Background: an optimization exercise with open tools, aiming at small area. Do not read the settings as production practice.
RTL that was checked went through simulation tests only; none was proved equivalent to the original.

==> flow/design.v <==
module SubRipple #(parameter W = 9)(
    input  wire [W-1:0] a,
    input  wire [W-1:0] b,
    output wire [W-1:0] d,
    output wire         ge
);
    wire [W:0] c;
    assign c[0] = 1'b1;
    genvar i;
    generate
        for (i = 0; i < W; i = i + 1) begin : g
            wire nb = ~b[i];
            assign d[i] = a[i] ^ nb ^ c[i];
            assign c[i+1] = (a[i] & nb) | (c[i] & (a[i] | nb));
        end
    endgenerate
    assign ge = c[W];
endmodule
module Decode_1xEP(
    input  wire [8:0]  m_range,
    input  wire [16:0] e,
    output wire        bin_out,
    output wire [15:0] v
);
    wire [9:0] br;
    assign br[0] = 1'b0;
    genvar i;
    generate
        for (i = 0; i < 9; i = i + 1) begin : g
            assign br[i+1] = (~e[7+i] & m_range[i]) | (~(e[7+i] ^ m_range[i]) & br[i]);
        end
    endgenerate
    assign bin_out = e[16] | ~br[9];
    assign v = {e[15:7] ^ ({9{bin_out}} & (m_range ^ br[8:0])), e[6:0]};
endmodule
module AddRipple #(parameter W = 4)(
    input  wire [W-1:0] a,
    input  wire [W-1:0] b,
    input  wire         ci,
    output wire [W-1:0] s,
    output wire         co
);
    wire [W:0] c;
    assign c[0] = ci;
    genvar i;
    generate
        for (i = 0; i < W; i = i + 1) begin : g
            assign s[i] = a[i] ^ b[i] ^ c[i];
            assign c[i+1] = (a[i] & b[i]) | (c[i] & (a[i] | b[i]));
        end
    endgenerate
    assign co = c[W];
endmodule
module Decoder #(parameter BIN_WIDTH = 4)(
    input clk,
    input reset,
    input bypass,
    input [7:0] pState_in,
    input [1:0] n_bin,
    input [15:0] m_value_binRE_in,
    input [16:0] m_value_binEP0_in,
    input [16:0] m_value_binEP1_in,
    input [16:0] m_value_binEP2_in,
    input [16:0] m_value_binEP3_in,
    output wire [BIN_WIDTH - 1:0] bin,
    output wire [15:0] m_value_binRE_out,
    output wire [16:0] m_value_binEP0_out,
    output wire [16:0] m_value_binEP1_out,
    output wire [16:0] m_value_binEP2_out,
    output wire [16:0] m_value_binEP3_out,
    output wire [2:0] numBits,
    output wire mps_renorm,
    output wire lps
);
    reg [8:0] m_range;
    reg [15:0] m_value;
    wire b0, b1, b2, b3;
    wire [15:0] v0, v1, v2, v3;
    Decode_1xEP ep0 (.m_range(m_range), .e(m_value_binEP0_in), .bin_out(b0), .v(v0));
    Decode_1xEP ep1 (.m_range(m_range), .e(m_value_binEP1_in), .bin_out(b1), .v(v1));
    Decode_1xEP ep2 (.m_range(m_range), .e(m_value_binEP2_in), .bin_out(b2), .v(v2));
    Decode_1xEP ep3 (.m_range(m_range), .e(m_value_binEP3_in), .bin_out(b3), .v(v3));
    assign m_value_binEP0_out = {m_value, 1'b0};
    assign m_value_binEP1_out = {v0, 1'b0};
    assign m_value_binEP2_out = {v1, 1'b0};
    assign m_value_binEP3_out = {v2, 1'b0};
    reg [15:0] v_ep;
    reg [3:0] bin_ep;
    always @(*) begin
        case (n_bin)
            2'd0: begin v_ep = v0; bin_ep = {3'b000, b0}; end
            2'd1: begin v_ep = v1; bin_ep = {2'b00, b1, b0}; end
            2'd2: begin v_ep = v2; bin_ep = {1'b0, b2, b1, b0}; end
            default: begin v_ep = v3; bin_ep = {b3, b2, b1, b0}; end
        endcase
    end
    wire [4:0] q = pState_in[6:2] ^ {5{pState_in[7]}};
    wire [3:0] r = m_range[8:5];
    wire [4:0] pp0 = q & {5{r[0]}};
    wire [4:0] pp1 = q & {5{r[1]}};
    wire [4:0] pp2 = q & {5{r[2]}};
    wire [4:0] pp3 = q & {5{r[3]}};
    wire [4:0] s1; wire c1;
    AddRipple #(5) a1 (.a({1'b0, pp0[4:1]}), .b(pp1), .ci(1'b0), .s(s1), .co(c1));
    wire [4:0] s2; wire c2;
    AddRipple #(5) a2 (.a({c1, s1[4:1]}), .b(pp2), .ci(1'b0), .s(s2), .co(c2));
    wire [4:0] s3; wire c3;
    AddRipple #(5) a3 (.a({c2, s2[4:1]}), .b(pp3), .ci(1'b1), .s(s3), .co(c3));
    wire [7:0] lpsr = {c3, s3, s2[0], s1[0]};
    wire [8:0] rl; wire rl_ge;
    SubRipple #(9) srl (.a(m_range), .b({1'b0, lpsr}), .d(rl), .ge(rl_ge));
    wire [8:0] a_lo; wire a_ge;
    SubRipple #(9) sva (.a(m_value[15:7]), .b(m_range), .d(a_lo), .ge(a_ge));
    wire [7:0] t_lo; wire t_c8;
    AddRipple #(8) at (.a(a_lo[7:0]), .b(lpsr), .ci(1'b0), .s(t_lo), .co(t_c8));
    wire t8 = a_lo[8] ^ t_c8;
    wire c9 = a_lo[8] & t_c8;
    wire t9 = ~a_ge ^ c9;             
    wire t10 = ~a_ge & ~c9;           
    wire [8:0] vd = {t8, t_lo};
    wire is_lps = ~t10 & (rl_ge | t9);
    reg [2:0] nb;
    always @(*) begin
        casez (lpsr[7:3])
            5'b1????: nb = 3'd1;
            5'b01???: nb = 3'd2;
            5'b001??: nb = 3'd3;
            5'b0001?: nb = 3'd4;
            5'b00001: nb = 3'd5;
            default:  nb = 3'd6;
        endcase
    end
    assign lps = is_lps;
    assign mps_renorm = is_lps | rl[8];
    assign numBits = is_lps ? nb : 3'd1;
    wire [15:0] re_lps = {vd, m_value[6:0]} << nb;
    wire [15:0] re_mps = rl[8] ? m_value : {m_value[14:0], 1'b0};
    assign m_value_binRE_out = is_lps ? re_lps : re_mps;
    wire [7:0] lps_sh = lpsr << nb;
    wire [8:0] rng_lps = {1'b1, lps_sh};   
    wire [8:0] rng_mps = rl[8] ? rl : {rl[7:0], 1'b0};
    wire [8:0] rng_re = is_lps ? rng_lps : rng_mps;
    wire [3:0] bin_re = is_lps ? {3'b111, ~pState_in[7]} : {3'b000, pState_in[7]};
    assign bin = bypass ? bin_ep : bin_re;
    always @(posedge clk or posedge reset) begin
        if (reset) begin
            m_range <= 9'd510;
            m_value <= 16'd36049;
        end else begin
            m_value <= bypass ? v_ep : m_value_binRE_in;
            if (!bypass)
                m_range <= rng_re;
        end
    end
endmodule
Settings: LEC_CHECK=0, ABC_AREA=1, CAP_MARGIN=20, CORE_MARGIN=2, CORE_UTILIZATION=50, SLEW_MARGIN=20; clock period 10.0 ns.
standard.sh (not shown) runs the stock make flow with config.mk's settings and CLKGATE_MAP_FILE= SYNTH_SCRIPT=/design/flow/synth_recipe.tcl, a recipe that flattens the netlist after the stock synthesis.
==> flow/flow/run.sh <==
#!/bin/bash
# Standard ORFS layout with two changes:
#  1. after the standard synthesis, the combinational logic of its netlist is re-mapped by
#     ABC with an area-oriented script (flip-flops are kept exactly as synthesized);
#  2. the port buffers use the smallest buffer cell.
set -euo pipefail
HERE=$(pwd)
R=$HERE/orfs/results/sky130hd/Decoder/base
LIB=$FLOW_HOME/platforms/sky130hd/lib/sky130_fd_sc_hd__tt_025C_1v80.lib
DU=""
for c in probe_p_8 probec_p_8 lpflow_bleeder_1 lpflow_clkbufkapwr_1 lpflow_clkbufkapwr_16 \
  lpflow_clkbufkapwr_2 lpflow_clkbufkapwr_4 lpflow_clkbufkapwr_8 lpflow_clkinvkapwr_1 \
  lpflow_clkinvkapwr_16 lpflow_clkinvkapwr_2 lpflow_clkinvkapwr_4 lpflow_clkinvkapwr_8 \
  lpflow_inputiso0n_1 lpflow_inputiso0p_1 lpflow_inputiso1n_1 lpflow_inputiso1p_1 \
  lpflow_isobufsrc_1 lpflow_isobufsrc_16 lpflow_isobufsrc_2 lpflow_isobufsrc_4 \
  lpflow_isobufsrc_8 lpflow_isobufsrckapwr_16; do
  DU="$DU -dont_use sky130_fd_sc_hd__$c"
done

bash standard.sh synth > synth.log 2>&1
cp $R/1_2_yosys.v $HERE/std_synth.v

yosys -l $HERE/resyn.log -p "
read_liberty -ignore_miss_func -overwrite -setattr liberty_cell $LIB
blackbox sky130_fd_sc_hd__df*
read_verilog -overwrite $HERE/std_synth.v
hierarchy -top Decoder
flatten
opt_clean
abc -liberty $LIB $DU -script $HERE/flow/resyn.abc
opt_clean -purge
read_liberty -lib -overwrite $LIB
hilomap -singleton -hicell sky130_fd_sc_hd__conb_1 HI -locell sky130_fd_sc_hd__conb_1 LO
insbuf -buf sky130_fd_sc_hd__buf_1 A X
splitnets
opt_clean -purge
check -assert -mapped
stat -liberty $LIB
write_verilog -noattr -nohex -nodec $HERE/resyn.v
" > /dev/null

cp $HERE/resyn.v $R/1_2_yosys.v
rm -f $R/1_synth.odb $R/1_synth.sdc

export BUFFER_PORTS_ARGS="-buffer_cell sky130_fd_sc_hd__buf_1"
bash standard.sh > standard.log 2>&1
==> flow/flow/resyn.abc <==
strash
dc2
dch -f
amap -F 10 -A 50 -C 5000
topo
==> next run, changes <==
--- a/flow/design.v
+++ b/flow/design.v
@@ -131,17 +131,15 @@
         endcase
     end
     assign lps = is_lps;
     assign mps_renorm = is_lps | rl[8];
     assign numBits = is_lps ? nb : 3'd1;
-    wire [15:0] re_lps = {vd, m_value[6:0]} << nb;
-    wire [15:0] re_mps = rl[8] ? m_value : {m_value[14:0], 1'b0};
-    assign m_value_binRE_out = is_lps ? re_lps : re_mps;
-    wire [7:0] lps_sh = lpsr << nb;
-    wire [8:0] rng_lps = {1'b1, lps_sh};   
-    wire [8:0] rng_mps = rl[8] ? rl : {rl[7:0], 1'b0};
-    wire [8:0] rng_re = is_lps ? rng_lps : rng_mps;
+    wire [2:0] sh = {numBits[2:1], is_lps ? nb[0] : ~rl[8]};
+    wire [15:0] x = {is_lps ? vd : m_value[15:7], m_value[6:0]};
+    assign m_value_binRE_out = x << sh;
+    wire [8:0] y = is_lps ? {1'b0, lpsr} : rl;
+    wire [8:0] rng_re = y << sh;
     wire [3:0] bin_re = is_lps ? {3'b111, ~pState_in[7]} : {3'b000, pState_in[7]};
     assign bin = bypass ? bin_ep : bin_re;
     always @(posedge clk or posedge reset) begin
         if (reset) begin
             m_range <= 9'd510;
After rerunning: Critical path depth goes down by 4. Global-route usage goes down by 1.3 points. Clock-buffer cell count goes up by 1. Synthesized cell count goes down by about 1.3%. Clock skew is about the same. Sequential share of layout area goes down by 0.22 points. Final area goes up by about 2%. Worst setup slack got worse by 0.048 ns. Register-to-register slack improved by 0.08 ns.
For the first run of this note, only the layout was checked, not whether the RTL still works.

## static timing again, ports no longer ideal
In the flow no input, the clock included, has a driving cell. The finished layouts below were timed again as built, in two steps.
Step 1 assumes that a clkbuf_16 drives the clock port and a buf_2 every other input.
Step 2 adds t to the input delays and takes it off the output delays; t is the mean of the earliest and latest rising clock arrival at the registers after step 1. Input paths then give back, and output paths get back, about the clock's delay inside the block.
Slacks: ideal ports / drivers / drivers and shift; pairs: ideal ports / drivers.
run	t (ns)	setup WS [ns]	worst data-port slew with drivers (ns)	pins driven straight from the clock port
the first run	0.291	0.396 / 0.375 / 0.375	0.04	1
the second run	0.296	0.348 / 0.326 / 0.326	0.05	1
After both steps setup and hold are still met in every run listed. For the second run, which loses most, drivers alone change the setup slack by -0.022 ns; drivers and shift together by -0.022 ns.
